What follows belongs to an exercise in optimizing a design on an open flow for small area; a production flow would make more cautious choices.
In this exercise RTL edits were held to simulation tests only and were not proved equivalent to the original.
No activity file was given, so power comes from the tool's default toggle rates.

[design.v]
module tt_um_enieman (
    input  wire [7:0] ui_in,
    output wire [7:0] uo_out,
    input  wire [7:0] uio_in,
    output wire [7:0] uio_out,
    output wire [7:0] uio_oe,
    input  wire       ena,
    input  wire       clk,
    input  wire       rst_n
);
   wire rst = ~rst_n | ui_in[7];
   wire rx  = ui_in[2];
   integer i;
   reg [2:0] ph;
   always @(posedge clk) ph <= rst ? 3'd0 : ph + 3'd1;
   reg        prog;      
   reg        cal;       
   reg        act;       
   reg        txm;       
   reg        rxp;       
   reg        txo;       
   reg [3:0]  bitidx;    
   reg [11:0] cnt;       
   reg [11:0] pm1;       
   reg [5:0]  bcnt;      
   reg [3:0]  tsr;       
   wire fall    = rxp & ~rx;
   wire meas    = cal & (bitidx == 4'd0);
   wire wrap    = act & (meas ? rx : (cnt == pm1));
   wire endrx   = act & ~txm & (bitidx == 4'd9);
   wire early   = (cnt[11:3] == 9'd0);
   wire iwr = act & ~txm & prog & ~cal & early & ((bitidx == 4'd4) | (bitidx == 4'd8)) &
              (ph == {bcnt[1:0], bitidx[3]});
   wire [3:0] dmd;       
   always @(posedge clk) begin
      rxp <= rx;
      cnt <= (~act | wrap | endrx) ? 12'd0 : cnt + 12'd1;
      if (rst) begin
         prog <= 1'b1;
         cal  <= 1'b1;
         act  <= 1'b0;
         txm  <= 1'b0;
         txo  <= 1'b1;
         bcnt <= 6'd0;
      end else if (~act) begin
         if (fall) begin
            act    <= 1'b1;
            bitidx <= 4'd0;
         end
      end else if (~txm) begin
         if (wrap) begin
            bitidx <= bitidx + 4'd1;
            if (meas) pm1 <= cnt;
            if ((bitidx == 4'd8) & prog & ~cal) bcnt <= bcnt + 6'd1;
         end
         if (bitidx == 4'd9) begin
            cal <= 1'b0;
            if (prog) begin
               if (~cal && bcnt == 6'd0) prog <= 1'b0;
               act <= 1'b0;
            end else begin
               txm    <= 1'b1;
               bitidx <= 4'd0;
               txo    <= 1'b0;
            end
         end
      end else begin
         if (wrap) begin
            bitidx <= bitidx + 4'd1;
            if (bitidx == 4'd8) bcnt <= bcnt + 6'd1;
            if (bitidx == 4'd9) begin
               if (bcnt[3:0] == 4'd0) begin
                  act <= 1'b0;
                  txm <= 1'b0;
                  txo <= 1'b1;
               end else begin
                  bitidx <= 4'd0;
                  txo    <= 1'b0;
               end
            end else if (bitidx == 4'd8) begin
               txo <= 1'b1;
            end else begin
               txo <= tsr[0];
            end
         end
      end
   end
   always @(posedge clk) begin
      if (wrap)
         tsr <= {rx, tsr[3:1]};
      else if (txm & (((bitidx == 4'd0) & (ph == {bcnt[1:0], 1'b0})) |
                      ((bitidx == 4'd4) & (ph == {bcnt[1:0], 1'b1}))))
         tsr <= dmd;
   end
   assign uo_out  = {rst, prog | rst, ~rx, ~txo, 1'b0, txo, 2'b00};
   assign uio_out = 8'h00;
   assign uio_oe  = 8'h00;
   reg [511:0] imv;      
   reg [479:0] rfv;      
   reg [127:0] dmv;      
   reg [31:0]  tv;       
   reg        pass;      
   reg [3:0]  pc;        
   reg [31:2] ir;
   reg        c;         
   reg        eqf;       
   reg [3:0]  maddr;     
   reg [3:0]  rd_s;      
   reg        pend;      
   reg        dslt;      
   reg        ltf;       
   reg        sleft;     
   reg        fill;      
   reg [4:0]  shamt;
   wire init = prog;
   wire exec = pass;
   wire [4:0] op = ir[6:2];
   wire [2:0] f3 = ir[14:12];
   wire is_alu    = ~op[4] & op[2] & ~op[0];             
   wire is_op     = is_alu & op[3];
   wire is_u      = ~op[4] & op[2] & op[0];              
   wire is_lui    = is_u & op[3];
   wire is_load   = ~op[4] & ~op[2] & ~op[3];
   wire is_store  = ~op[4] & ~op[2] & op[3];
   wire is_branch = op[4] & ~op[0];
   wire is_jalr   = op[4] & op[0] & ~op[1];
   wire is_jal    = op[4] & op[1];
   wire is_jump   = op[4] & op[0];
   wire is_shift  = is_alu & ~f3[1] & f3[0];
   wire is_slt    = is_alu & ~f3[2] & f3[1];
   wire is_logic  = is_alu & f3[2] & ~(~f3[1] & f3[0]);
   wire is_sub    = is_op & (f3 == 3'd0) & ir[30];
   wire inv       = is_sub | is_slt | is_branch;
   wire [31:0] imm =
      is_u     ? {ir[31:12], 12'h000} :
      is_store ? {{20{ir[31]}}, ir[31:25], ir[11:7]} :
                 {{20{ir[31]}}, ir[31:20]};
   wire [3:0] immd = imm[4*ph +: 4];
   wire [63:0] rfh;
   genvar g;
   generate
      for (g = 1; g < 16; g = g + 1) begin : g_rfh
         assign rfh[4*g +: 4] = rfv[32*(g-1) +: 4];
      end
   endgenerate
   assign rfh[3:0] = 4'd0;
   wire [3:0] a_rf = rfh[4*ir[18:15] +: 4];
   wire [3:0] b_rf = rfh[4*ir[23:20] +: 4];
   wire [3:0] pcd = (ph == 3'd0) ? {pc[1:0], 2'b00} :
                    (ph == 3'd1) ? {2'b00, pc[3:2]} : 4'd0;
   wire [3:0] A = is_u ? (is_lui ? 4'd0 : pcd) : a_rf;
   wire [3:0] B = (is_op | is_branch) ? b_rf : immd;
   wire [4:0] sum = A + (B ^ {4{inv}}) + ((ph == 3'd0) ? inv : c);
   wire eq  = (A == B) & ((ph == 3'd0) | eqf);
   wire ltu = ~sum[4];
   wire lts = (A[3] ^ B[3]) ? A[3] : sum[3];
   wire cond  = f3[2] ? (f3[1] ? ltu : lts) : eq;
   wire taken = cond ^ f3[0];
   wire [1:0] dsel = txm ? bcnt[3:2] : ((ph == 3'd0) ? sum[3:2] : maddr[1:0]);
   wire [15:0] dmh = {dmv[96 +: 4], dmv[64 +: 4], dmv[32 +: 4], dmv[0 +: 4]};
   assign dmd = dmh[4*dsel +: 4];
   wire [4:0] pc1 = {1'b0, pc} + 5'd1;
   wire [3:0] lnk = (ph == 3'd0) ? {pc1[1:0], 2'b00} :
                    (ph == 3'd1) ? {1'b0, pc1[4:2]} : 4'd0;
   wire [3:0] lgc = f3[1] ? (f3[0] ? (A & B) : (A | B)) : (A ^ B);
   wire [3:0] eres = is_jump  ? lnk :
                     is_load  ? dmd :
                     is_logic ? lgc : sum[3:0];
   wire ewen = is_jump | is_load | is_u | (is_alu & ~is_shift & ~is_slt);
   wire [4:0] rr = sleft ? (5'd0 - shamt) : shamt;
   wire [63:0] tt = {tv, tv};
   wire [7:0] twin = tt[4*rr[4:2] +: 8];
   wire [3:0] sraw = twin[rr[1:0] +: 4];
   wire [5:0] th = sleft ? {1'b0, shamt} : (6'd32 - {1'b0, shamt});
   reg  [3:0] sres;
   always @* begin
      for (i = 0; i < 4; i = i + 1)
         sres[i] = ((({1'b0, ph, 2'b00} + i) >= th) ^ ~sleft) ? sraw[i] : fill;
   end
   wire [3:0] fres = dslt ? ((ph == 3'd0) ? {3'b000, ltf} : 4'd0) : sres;
   wire [3:0] wdata = exec ? eres : fres;
   wire       wact  = exec ? ewen : pend;
   wire [3:0] wd1 = init ? {4{ph == 3'd0}} : wdata;    
   wire [3:0] wd0 = init ? 4'd0 : wdata;               
   always @(posedge clk) begin
      for (i = 1; i < 16; i = i + 1) begin
         rfv[32*(i-1) +: 28] <= rfv[32*(i-1) + 4 +: 28];
         if (init | (wact & (rd_s == i)))
            rfv[32*(i-1) + 28 +: 4] <= {i[3] ? wd1[3] : wd0[3], i[2] ? wd1[2] : wd0[2],
                                        i[1] ? wd1[1] : wd0[1], i[0] ? wd1[0] : wd0[0]};
         else
            rfv[32*(i-1) + 28 +: 4] <= rfv[32*(i-1) +: 4];
      end
   end
   wire [3:0] dwd = init ? 4'd0 : b_rf;
   always @(posedge clk) begin
      for (i = 0; i < 4; i = i + 1) begin
         dmv[32*i +: 28] <= dmv[32*i + 4 +: 28];
         if (init | (exec & is_store & (dsel == i)))
            dmv[32*i + 28 +: 4] <= dwd;
         else
            dmv[32*i + 28 +: 4] <= dmv[32*i +: 4];
      end
   end
   always @(posedge clk) begin
      for (i = 0; i < 16; i = i + 1) begin
         imv[32*i +: 28] <= imv[32*i + 4 +: 28];
         if (iwr && bcnt[5:2] == i)
            imv[32*i + 28 +: 4] <= tsr;
         else
            imv[32*i + 28 +: 4] <= imv[32*i +: 4];
      end
   end
   always @(posedge clk) tv <= {exec ? A : tv[3:0], tv[31:4]};
   wire [63:0] imh;
   generate
      for (g = 0; g < 16; g = g + 1) begin : g_imh
         assign imh[4*g +: 4] = imv[32*g +: 4];
      end
   endgenerate
   wire [3:0] imd = imh[4*pc +: 4];
   always @(posedge clk) begin
      if (~exec) begin
         case (ph)
            3'd0: ir[3:2]   <= imd[3:2];
            3'd1: ir[7:4]   <= imd;
            3'd2: ir[11:8]  <= imd;
            3'd3: ir[15:12] <= imd;
            3'd4: ir[19:16] <= imd;
            3'd5: ir[23:20] <= imd;
            3'd6: ir[27:24] <= imd;
            3'd7: ir[31:28] <= imd;
         endcase
      end
   end
   wire [3:0] imm52 = is_jal ? ir[25:22] : {ir[25], ir[11:9]};
   wire [3:0] npc = is_jalr ? maddr :
                    (is_jal | (is_branch & taken)) ? pc + imm52 : pc1[3:0];
   always @(posedge clk) begin
      if (rst | prog) begin
         pass <= 1'b0;
         pc   <= 4'd0;
         pend <= 1'b0;
      end else if (ph == 3'd7) begin
         pass <= ~pass;
         if (exec) begin
            pc   <= npc;
            pend <= is_shift | is_slt;
         end
      end
   end
   always @(posedge clk) begin
      c   <= sum[4];
      eqf <= eq;
      if (exec) begin
         if (ph == 3'd0) begin
            maddr[1:0] <= sum[3:2];
            shamt[3:0] <= B;
         end
         if (ph == 3'd1) begin
            maddr[3:2] <= sum[1:0];
            shamt[4]   <= B[0];
         end
         if (ph == 3'd7) begin
            dslt  <= is_slt;
            ltf   <= f3[0] ? ltu : lts;
            sleft <= ~f3[2];
            fill  <= ir[30] & f3[2] & A[3];
         end
      end else if (ph == 3'd7) begin
         rd_s <= ir[10:7];
      end
   end
endmodule
[run.sh]
#!/bin/bash
# synth_recipe.tcl (not shown) runs the flow's synth.tcl, then flattens the netlist and writes it again
# the make line also repeats each setting of config.mk as NAME=value (left out here)
make -C /OpenROAD-flow-scripts/flow DESIGN_CONFIG=/design/flow/config.mk WORK_HOME=/design/flow/orfs CLKGATE_MAP_FILE= SYNTH_SCRIPT=/design/flow/synth_recipe.tcl finish
[config.mk]
export PLATFORM = sky130hd
export DESIGN_NAME = tt_um_enieman
export DESIGN_NICKNAME = tt_um_enieman
export VERILOG_FILES = /design/flow/design.v
export SDC_FILE = /design/flow/constraint.sdc
export NUM_CORES = 4
export LEC_CHECK = 0
export CAP_MARGIN = 20
export CORE_MARGIN = 2
export CORE_UTILIZATION = 70
export CTS_BUF_LIST = sky130_fd_sc_hd__clkbuf_16
export CTS_CLUSTER_DIAMETER = 60
export CTS_CLUSTER_SIZE = 30
export SLEW_MARGIN = 20
[constraint.sdc]
create_clock -name core_clock -period 20.0 [get_ports {clk}]
set_input_delay 4.0000 -clock core_clock [delete_from_list [all_inputs] [get_ports {clk}]]
set_output_delay 4.0000 -clock core_clock [all_outputs]
set_load 0.01 [all_outputs]
==> results by group, run 1 <==
Clock tree
  – Worst-path clk slew: 0.10 ns
  – Post-CTS setup buffers: 0
  – Cts repair resizes: 0
  – CTS Buf Count: 55
  – CTS root buf: clkbuf_16
  – H-tree depth: 2
  – CTS tree: yes
  – Clock latency (worst-skew pair): 0.66 ns
  – CTS Sinks: 1,254
  – CTS hold repair buffers: 0
  – Max Buffers Root-to-Sink: 3

Synthesis
  – Fraction of the mapped netlist area in simple logic gates: 0.04967
  – Flops & latches, synth: 1,254
  – Syn Inst Count: 2,308
  – Main combinational cell family by area after synthesis: multiplexers
  – Mean Syn Cell Area: 14.64 sq um
  – Ys flop type: dfxtp_1
  – Post-Syn Area: 0.03378 sq mm
  – Yosys warns: 1
  – Adder-Cell Fraction of Synth Area: 0.01437
  – Number of enable flip-flop cells after synthesis: 67
  – Unique masters post-synth: 77
  – Post-synthesis compound-gate area fraction: 0.05389
  – XOR/XNOR Fraction of Synth Area: 0.01319
  – Post-synthesis mux area share: 0.08781
  – Seq/Total Area, Yosys: 0.7630
  – Ys async rst share: 0

Final layout
  – Antenna diode count: 0
  – Share of layout cells above drive strength 1: 0.1061
  – Most frequent cells in the layout: dfxtp_1, nor2_1, nand2_1, mux2_2, a21oi_1
  – P&R area growth vs syn: 6.911%
  – Layout Nets: 2,372
  – Commonest non-fill, non-tap cell in the layout: dfxtp_1
  – Layout fillers: 2,808

Power
  – Total power: 3.964 mW
  – Max VDD drop: 107.3 uV
  – Leak: 14.15 nW
  – Pwr Density: 109.8 mW/mm^2

Routing
  – DR vias/cell: 5.485
  – Post-route ant nets: 0
  – Vias after detailed routing: 16,200
  – Iter 0 DRT Violations: 1,116
  – Drt drc: 0
  – Wire length per cell: 20.06 um
  – Final wirelength: 59,250 um
  – First drt pass iteration count: 6

Global route
  – Total track usage: 0.2404
  – Initial antenna violation count: 1
  – Largest net degree at the start of global routing: 59
  – GRT overflow: 0
  – First-pass GRT wire length: 92,030 um
  – Number of global-route vias before repair: 16,250

Timing
  – Relative slew margins: 0.2486
  – Clock Skews: 0.02872 ns
  – Min cycle time layout: 10.18 ns
  – Final worst slack: 9.820 ns
  – Worst Tran Pin Value: 1.124 ns
  – Max Freq: 0.09823 GHz
  – Hold Vio Cnt, Final: 0
  – Final setup viols: 0
  – Final hold slack: 0.3035 ns
  – Setup TNS Final: 0 ns
  – Unrepaired setup endpoints after global routing: no
  – Final worst-path cycle share: 0.5090
  – Max Slew Vio Count: 0

Worst setup path
  – Worst path arrival time: 6.18 ns
  – Crit-path max FO: 14
  – Setup Crit Path Kind: in -> out
  – Stages on worst setup path: 6
  – WP buf/inv: 4
  – Cell family with the largest share of critical-path delay: buffers and inverters
  – Critical Path RT: 16.00 ns
  – Crit path launch type: input pin
  – Worst path slowest cell: clkdlybuf4s50_1
  – Cell Chain, Critical Path: clkdlybuf4s50_1 > nor2b_1 > inv_1 > nor2_1 > inv_1 > clkdlybuf4s50_1
  – Critical Path Max Stage Delay: 0.53 ns
  – Worst Setup End Kind: output port
  – Reg2reg path depth: 17

Min path
  – Worst hold path class: reg -> reg
  – Hold Crit Depth: 0

Floorplanning
  – I/O Pins: 43
  – Die area: 0.05003 sq mm
  – Initial Util: 0.7090
  – Die height: 223.7 um
  – Die X: 223.7 um
  – # rows: 80
  – Core area: 0.04765 sq mm

Placement
  – GPL Wtd Cong: 0.9054
  – HPWL after DPL: 38,560 um
  – Worst slack at placement: 9.779 ns
  – Number of port buffers: 8

Flow run
  – Max-cap violations: 0

Status
  – Outcome: finished clean
## registers in the layout (all words and copies together) (netlist names), 3 cells and up
| signal | count |
|---|---|
| ir | 30 |
| cnt | 12 |
| shamt | 5 |
| bitidx | 4 |
| pm1 | 12 |
| ph | 3 |
| imv | 512 |
| tsr | 4 |
| dmv | 128 |
| tv | 32 |
| maddr | 4 |
| rd_s | 4 |
| bcnt | 6 |
| rfv | 480 |
| pc | 4 |
## metrics by stage
step,instances,cell area [sq um],utilization
2_1_floorplan,2326,33850,-
3_3_place_gp,2874,34360,0.7211
3_5_place_dp,2874,34360,0.7211
4_1_cts,2953,36120,0.7580
5_1_grt,2953,36120,0.7580
6_report,2953,36120,0.7580
## layout make-up
type / instances / area, sq um / area share
Inverter: 42 / 157.7 / 0.004365
Tap cell: 615 / 769.5 / 0.02131
Timing Repair Buffer: 22 / 185.2 / 0.005127
Multi-Input combinational cell: 941 / 7467 / 0.2067
Clock buffer: 56 / 1401 / 0.03880
Sequential cell: 1254 / 25780 / 0.7137
Clock inverter: 23 / 360.3 / 0.009977
## cells in the mapped netlist (8+ instances only)
library cell  instances  area [sq um]
mux2i_1              61         610.6
nand4_1              19         118.9
o22ai_1              19         118.9
nand2_1              89         334.1
a21oi_1              75         375.4
nand2b_1             15         93.84
nor3_1               20         100.1
dfxtp_1            1187         23760
a211oi_1             11         82.58
buf_4                22         165.2
mux4_2               57          1284
nor2b_1              19         118.9
nand3_1              17         85.08
nor2_1               94         352.8
ha_1                 34         425.4
inv_1                41         153.9
o21ai_0              71         355.3
and3_1               12         75.07
and2_1               13         81.33
o31ai_1              17         127.6
mux2_2               80         900.9
edfxtp_1             67          2012
a31oi_1              25         156.4
nor3b_1               8         60.06
xnor2_1              35         306.5
xor2_1               14         122.6
o21a_1                9         67.56
clkbuf_1             52         195.2
## power by group
group | internal, mW | leakage (nW) | switching (mW)
sequential | 2.56 | 10.3 | 0.0186
clock | 0.543 | 0.863 | 0.778
combinational | 0.0237 | 3.00 | 0.0361
## cell families (layout without fill, tap and decap cells)
kind of cell / after synthesis / after routing
DFF: 1254 / 1254
and+or+nand+nor: 340 / 340
AOI/OAI and AO/OA: 290 / 290
muxes: 205 / 205
buffers and inverters: 131 / 143
xor gates and xnor gates: 50 / 50
adders and majority gates: 37 / 37
other: 1 / 19
## routing by layer
layer,share of wire,global-route usage,up-vias
li1,-,-,7862
met1,0.46,0.3351,7883
met2,0.47,0.3902,345
met3,0.037,0.03095,108
met4,0.033,0.09183,0
met5,0,0,-
## worst paths after layout
kind,slack (ns),endpoint,from
max,9.82,uo_out[6],rst_n
min,0.30,dmv[120]$_DFF_P_,dmv[124]$_DFF_P_
max reg2reg,12.66,rfv[319]$_DFF_P_,ir[6]$_DFFE_PP_
min reg2reg,0.30,dmv[120]$_DFF_P_,dmv[124]$_DFF_P_
==> inputs of run 2 (changes only) <==
--- a/config.mk
+++ b/config.mk
@@ -7,8 +7,8 @@
 export LEC_CHECK = 0
 export CAP_MARGIN = 20
 export CORE_MARGIN = 2
-export CORE_UTILIZATION = 70
+export CORE_UTILIZATION = 50
 export CTS_BUF_LIST = sky130_fd_sc_hd__clkbuf_16
-export CTS_CLUSTER_DIAMETER = 60
-export CTS_CLUSTER_SIZE = 30
+export CTS_CLUSTER_DIAMETER = 80
+export CTS_CLUSTER_SIZE = 26
 export SLEW_MARGIN = 20
==> results by group, run 2 <==
Final layout
  – P&R area growth vs syn: 7.274%
  – Final Util: 0.5406
  – Max reg flops: 512
  – Most frequent cells in the layout: dfxtp_1, nor2_1, nand2_1, mux2_2, a21oi_1
  – Antenna diode count: 0
  – Commonest non-fill, non-tap cell in the layout: dfxtp_1
  – Top reg by flops: imv
  – Layout Nets: 2,374
  – Layout fillers: 5,519
  – Share of layout cells above drive strength 1: 0.1033
  – Biggest regs: imv (512), rfv (480), dmv (128)
  – Final std cells w/o fill: 3,205

Min path
  – Hold Crit Depth: 0
  – Worst hold start: imv[36]$_DFF_P_
  – Worst hold path class: reg -> reg
  – Hold Crit Endpoint: imv[32]$_DFF_P_

Routing
  – First drt pass iteration count: 5
  – Final wirelength: 58,390 um
  – Post-route ant nets: 0
  – Iter 0 DRT Violations: 1,088
  – Vias after detailed routing: 16,110
  – Drt drc: 0
  – DR vias/cell: 5.027
  – Wire length per cell: 18.22 um

Worst setup path
  – Critical Path Max Stage Delay: 0.51 ns
  – Crit-path max FO: 14
  – Worst path slowest cell: clkdlybuf4s50_1
  – WP buf/inv: 4
  – Reg2reg end: rfv[447]$_DFF_P_
  – Worst Setup End Kind: output port
  – Crit path launch type: input pin
  – Worst path arrival time: 6.04 ns
  – Reg2Reg Launch Point: ir[22]$_DFFE_PP_
  – Reg2Reg Setup Slack: 13.07 ns
  – Setup Crit Path Kind: in -> out
  – Cell Chain, Critical Path: clkdlybuf4s50_1 > nor2b_1 > inv_1 > nor2_1 > inv_1 > clkdlybuf4s50_1
  – Cell family with the largest share of critical-path delay: buffers and inverters
  – Stages on worst setup path: 6
  – Reg2reg path depth: 15
  – Critical Path RT: 16.00 ns

Clock tree
  – CTS root buf: clkbuf_16
  – Clock latency (worst-skew pair): 0.64 ns
  – CTS tree: yes
  – CTS Sinks: 1,254
  – Worst-path clk slew: 0.09 ns
  – CTS hold repair buffers: 0
  – Cts repair resizes: 0
  – Post-CTS setup buffers: 0
  – H-tree depth: 2
  – CTS Buf Count: 56
  – Max Buffers Root-to-Sink: 3

Timing
  – Relative slew margins: 0.2790
  – Max Freq: 0.09959 GHz
  – Final setup viols: 0
  – Unrepaired setup endpoints after global routing: no
  – Min cycle time layout: 10.04 ns
  – Worst Tran Pin Value: 1.073 ns
  – Hold Vio Cnt, Final: 0
  – Setup TNS Final: 0 ns
  – Final worst-path cycle share: 0.5021
  – Clock Skews: 0.03206 ns
  – Max Slew Vio Count: 0

Synthesis
  – Cell taking the most area after synthesis: dfxtp_1
  – Ys async rst share: 0
  – Unique masters post-synth: 77
  – Ys flop type: dfxtp_1
  – Synth top area cells: dfxtp_1, edfxtp_1, mux4_2, mux2_2, mux2i_1
  – Mean Syn Cell Area: 14.64 sq um
  – Flops & latches, synth: 1,254
  – Top-count cell post-synth: dfxtp_1
  – Seq/Total Area, Yosys: 0.7630
  – Yosys warns: 1
  – Syn Inst Count: 2,308
  – Post-Syn Area: 0.03378 sq mm
  – Number of enable flip-flop cells after synthesis: 67
  – Share of Yosys cell area claimed by the top area cell type: 0.7034
  – Synth cell count leaders: dfxtp_1, nor2_1, nand2_1, mux2_2, a21oi_1

Global route
  – Largest net degree at the start of global routing: 61
  – Number of global-route vias before repair: 15,850
  – Initial antenna violation count: 0
  – Total track usage: 0.1683
  – First-pass GRT wire length: 91,100 um
  – GRT overflow: 0

Floorplanning
  – Die area: 0.06966 sq mm
  – Initial Util: 0.5039
  – # rows: 95
  – Core area: 0.06704 sq mm
  – Die height: 263.9 um
  – Die X: 263.9 um
  – I/O Pins: 43

Status
  – Outcome: finished clean

Placement
  – Number of port buffers: 8
  – HPWL after DPL: 39,470 um
  – Dpl cells: 3,132
  – GPL Wtd Cong: 0.9225

Power
  – Leak: 14.07 nW
  – Pwr Density: 107.2 mW/mm^2
  – Total power: 3.885 mW
  – Max VDD drop: 83.48 uV

Flow run
  – Max-cap violations: 0
run 2: worst max-delay path by stage:
stage	from	end	slack, ns
after global routing	rst_n	uo_out[6]	9.82
after detailed placement	rst_n	uo_out[6]	9.93
final	rst_n	uo_out[6]	9.96
after CTS	rst_n	uo_out[6]	9.93
after global placement	rst_n	uo_out[6]	9.97
after floorplan	rst_n	uo_out[7]	11.31
run 2: cells by family (layout without fill, tap and decap cells):
family | after synthesis | in the layout | share of synthesized area
buffers and inverters | 131 | 137 | 0.01800
DFF | 1254 | 1254 | 0.7630
other | 1 | 19 | 0.0001110
AOI/OAI and AO/OA | 290 | 290 | 0.05389
and+or+nand+nor | 340 | 340 | 0.04967
xor gates and xnor gates | 50 | 50 | 0.01319
muxes | 205 | 205 | 0.08781
adders and majority gates | 37 | 37 | 0.01437
run 2: cell type report:
cell class	instances	area (sq um)	area share
clock buffers	56	1401	0.03867
inverters	42	157.7	0.004350
multi-input cells	941	7467	0.2060
repair buffers	23	192.7	0.005317
clock inverters	16	152.6	0.004212
flip-flops and latches	1254	25780	0.7113
well taps	873	1092	0.03014
run 2: where the power goes:
part	leakage [nW]	internal, mW	switching, mW
logic	3.01	0.0237	0.0365
registers	10.3	2.56	0.0172
clock network	0.776	0.517	0.727
total	14.1	3.10	0.781
run 2: layer usage:
metal	track usage	share of wire	vias to the layer above
li1	-	-	7849
met1	0.2417	0.48	7790
met2	0.2614	0.44	364
met3	0.02461	0.044	109
met4	0.05866	0.031	0
met5	0	0	-
run 2: per-stage QoR:
step                hold WS [ns]  cell area [sq um]  worst slack (ns)
floorplan                 0.3096              33850             11.31
global placement          0.3096              34680             9.970
detailed placement        0.3121              34680             9.933
CTS                       0.3077              36230             9.928
global route              0.3137              36240             9.824
finish                    0.3113              36240             9.959
==> inputs of run 3 (changes only) <==
--- a/config.mk
+++ b/config.mk
@@ -8,7 +8,7 @@
 export CAP_MARGIN = 20
 export CORE_MARGIN = 2
 export CORE_UTILIZATION = 50
-export CTS_BUF_LIST = sky130_fd_sc_hd__clkbuf_16
-export CTS_CLUSTER_DIAMETER = 80
-export CTS_CLUSTER_SIZE = 26
+export CTS_BUF_LIST = sky130_fd_sc_hd__clkbuf_8
+export CTS_CLUSTER_DIAMETER = 60
+export CTS_CLUSTER_SIZE = 18
 export SLEW_MARGIN = 20
==> results by group, run 3 <==
Final layout
  – Most frequent cells in the layout: dfxtp_1, nor2_1, nand2_1, clkbuf_8, mux2_2
  – Commonest non-fill, non-tap cell in the layout: dfxtp_1
  – Layout fillers: 5,534
  – Layout Nets: 2,402
  – Register Area: 0.02578 sq mm
  – Biggest regs: imv (512), rfv (480), dmv (128)
  – P&R area growth vs syn: 6.996%
  – Final Util: 0.5392
  – Top reg by flops: imv
  – Area of the multi-input gates: 0.007467 sq mm
  – Share of layout cells above drive strength 1: 0.1182
  – Max reg flops: 512

Global route
  – Total track usage: 0.1701
  – Number of global-route vias before repair: 16,060
  – Largest net degree at the start of global routing: 61
  – GRT overflow: 0
  – Initial antenna violation count: 1
  – First-pass GRT wire length: 91,630 um

Clock tree
  – CTS hold repair buffers: 0
  – CTS root buf: clkbuf_8
  – Worst-path clk slew: 0.11 ns
  – Cts repair resizes: 0
  – Post-CTS setup buffers: 0
  – H-tree depth: 3
  – CTS Buf Count: 84
  – CTS Sinks: 1,254
  – CTS tree: yes
  – Max Buffers Root-to-Sink: 3
  – Clock latency (worst-skew pair): 0.71 ns

Floorplanning
  – Die X: 263.9 um
  – Die area: 0.06966 sq mm
  – Initial Util: 0.5039
  – Core area: 0.06704 sq mm
  – # rows: 95
  – I/O Pins: 43
  – Die height: 263.9 um

Routing
  – Wire length per cell: 18.10 um
  – DR vias/cell: 5.004
  – Post-route ant nets: 0
  – Iter 0 DRT Violations: 932
  – First drt pass iteration count: 5
  – Final wirelength: 58,710 um
  – Drt drc: 0
  – Vias after detailed routing: 16,230

Synthesis
  – Flops & latches, synth: 1,254
  – Share of Yosys cell area claimed by the top area cell type: 0.7034
  – Synth cell count leaders: dfxtp_1, nor2_1, nand2_1, mux2_2, a21oi_1
  – Cell taking the most area after synthesis: dfxtp_1
  – Post-Syn Area: 0.03378 sq mm
  – Yosys warns: 1
  – Number of enable flip-flop cells after synthesis: 67
  – Syn Inst Count: 2,308
  – Synth top area cells: dfxtp_1, edfxtp_1, mux4_2, mux2_2, mux2i_1
  – Unique masters post-synth: 77
  – Mean Syn Cell Area: 14.64 sq um
  – Seq/Total Area, Yosys: 0.7630
  – Top-count cell post-synth: dfxtp_1
  – Ys async rst share: 0
  – Ys flop type: dfxtp_1

Worst setup path
  – Worst path slowest cell: clkdlybuf4s50_1
  – Reg2reg path depth: 15
  – Critical Path RT: 16.00 ns
  – Reg2reg end: rfv[447]$_DFF_P_
  – Cell family with the largest share of critical-path delay: buffers and inverters
  – Critical Path Max Stage Delay: 0.51 ns
  – Cell Chain, Critical Path: clkdlybuf4s50_1 > nor2b_1 > inv_1 > nor2_1 > inv_1 > clkdlybuf4s50_1
  – Setup Crit Path Kind: in -> out
  – Crit-path max FO: 14
  – Crit path launch type: input pin
  – Reg2Reg Setup Slack: 12.98 ns
  – Worst Setup End Kind: output port
  – Worst path arrival time: 6.06 ns
  – Reg2Reg Launch Point: ir[22]$_DFFE_PP_
  – WP buf/inv: 4

Power
  – Total power: 3.821 mW
  – Max VDD drop: 80.72 uV
  – Logic pwr share: 0.016
  – Reg power frac: 0.675
  – Pwr Density: 105.7 mW/mm^2
  – Clock power share: 0.309
  – Net Sw Power: 0.7887 mW
  – Switching part of the total power: 0.2064
  – Leak: 14.05 nW
  – Pint: 3.033 mW

Placement
  – HPWL after DPL: 39,470 um
  – Worst slack at placement: 9.933 ns
  – GPL Wtd Cong: 0.9225
  – Number of port buffers: 8

Status
  – Outcome: finished clean

Timing
  – Setup TNS Final: 0 ns
  – Worst Tran Pin Value: 1.073 ns
  – Unrepaired setup endpoints after global routing: no
  – Max Slew Vio Count: 0
  – Relative slew margins: 0.2791
  – Final worst-path cycle share: 0.5028
  – Clock Skews: 0.04733 ns
  – Final setup viols: 0
  – Hold Vio Cnt, Final: 0
  – Final worst slack: 9.944 ns
  – Max Freq: 0.09944 GHz
  – Min cycle time layout: 10.06 ns

Flow run
  – Max-cap violations: 0

Min path
  – Hold Crit Depth: 0
  – Worst hold path class: reg -> reg
  – Hold Crit Endpoint: dmv[50]$_DFF_P_
  – Worst hold start: dmv[54]$_DFF_P_
run 3: cell types whose count changed in the layout (fill, tap and decap cells not counted), sizes merged:
cell and delta:
bufinv +3, inv -2, clkbuf +30, diode +1, clkinvlp +1, clkinv +5
run 3: worst max path at each step:
stage	startpoint	end	depth (start not counted)
final	rst_n	uo_out[6]	6
after CTS	rst_n	uo_out[6]	6
after global routing	rst_n	uo_out[6]	6
after detailed placement	rst_n	uo_out[6]	6
after global placement	rst_n	uo_out[6]	6
after floorplan	rst_n	uo_out[7]	4
run 3: area by class of cell:
cell class,instances,area share
Antenna cell,1,0.00006923
Sequential cell,1254,0.7131
Inverter,42,0.004362
Clock inverter,23,0.007581
Clock buffer,86,0.03275
Multi-Input combinational cell,941,0.2066
Timing Repair Buffer,23,0.005331
Tap cell,873,0.03022
run 3: metal layers:
metal / global-route usage / up-vias / share of wire
li1: - / 7892 / -
met1: 0.2405 / 7854 / 0.48
met2: 0.2595 / 355 / 0.44
met3: 0.02936 / 127 / 0.045
met4: 0.07217 / 0 / 0.037
met5: 0 / - / 0
run 3: kinds of logic after synthesis:
family | share of synthesized area
AND/OR/NAND/NOR | 0.04967
AO/OA/AOI/OAI | 0.05389
other | 0.0001110
XOR/XNOR | 0.01319
flip-flops | 0.7630
adder cells (fa/ha/maj) | 0.01437
buffers and inverters | 0.01800
multiplexers | 0.08781
run 3: worst reg2reg max path, cell delays in order (launching register included):
cell,delay (ns)
edfxtp_1,0.98
mux4_2,0.44
mux4_2,0.64
a21oi_1,0.37
xor2_1,0.24
fa_1,0.25
inv_1,0.07
fa_1,0.40
xnor2_1,0.17
mux2_2,0.32
mux2i_2,0.56
mux2_2,0.40
o21ai_0,0.49
o21ai_0,0.32
a21oi_2,0.84
a31oi_1,0.31
run 3: metrics by stage:
stage	cells	hold slack (ns)	area, sq um
after floorplan	2326	0.3096	33850
after global placement	3132	0.3096	34680
after detailed placement	3132	0.3121	34680
after CTS	3241	0.2946	36140
after global routing	3243	0.2989	36150
final	3243	0.3021	36150
run 3: power groups by stage:
stage | Sequential [mW] | Clock [mW] | Combinational (mW)
after floorplan | 2.63 | 0 | 0.0464
after global placement | 2.64 | 0 | 0.0591
after detailed placement | 2.64 | 0 | 0.0593
after CTS | 2.58 | 1.22 | 0.0598
after global routing | 2.59 | 1.31 | 0.0665
final | 2.58 | 1.18 | 0.0601

==> separate check: timing with driven ports <==
In the flow no input, the clock included, has a driving cell. The finished layouts below were timed again as built, in two steps. Step 1 sets driving cells, clkbuf_16 on the clock port and buf_2 on the other inputs (assumed; they add their load-dependent delay and slew). Step 2 also shifts input and output timing later by t, the mid clock arrival at the registers, as if the neighbouring blocks saw the same clock. Slacks: ideal / step 1 / step 2; pairs: ideal / step 1.
| run | t (ns) | setup WS [ns] | worst data-port slew with drivers (ns) | pins driven straight from the clock port |
|---|---|---|---|---|
| run 1 | 0.705 | 9.820 / 9.796 / 9.796 | 0.03 | 1 |
| run 2 | 0.683 | 9.959 / 9.934 / 9.934 | 0.03 | 1 |
| run 3 | 0.740 | 9.944 / 9.919 / 9.919 | 0.03 | 1 |
After both steps every run listed still meets setup and hold.
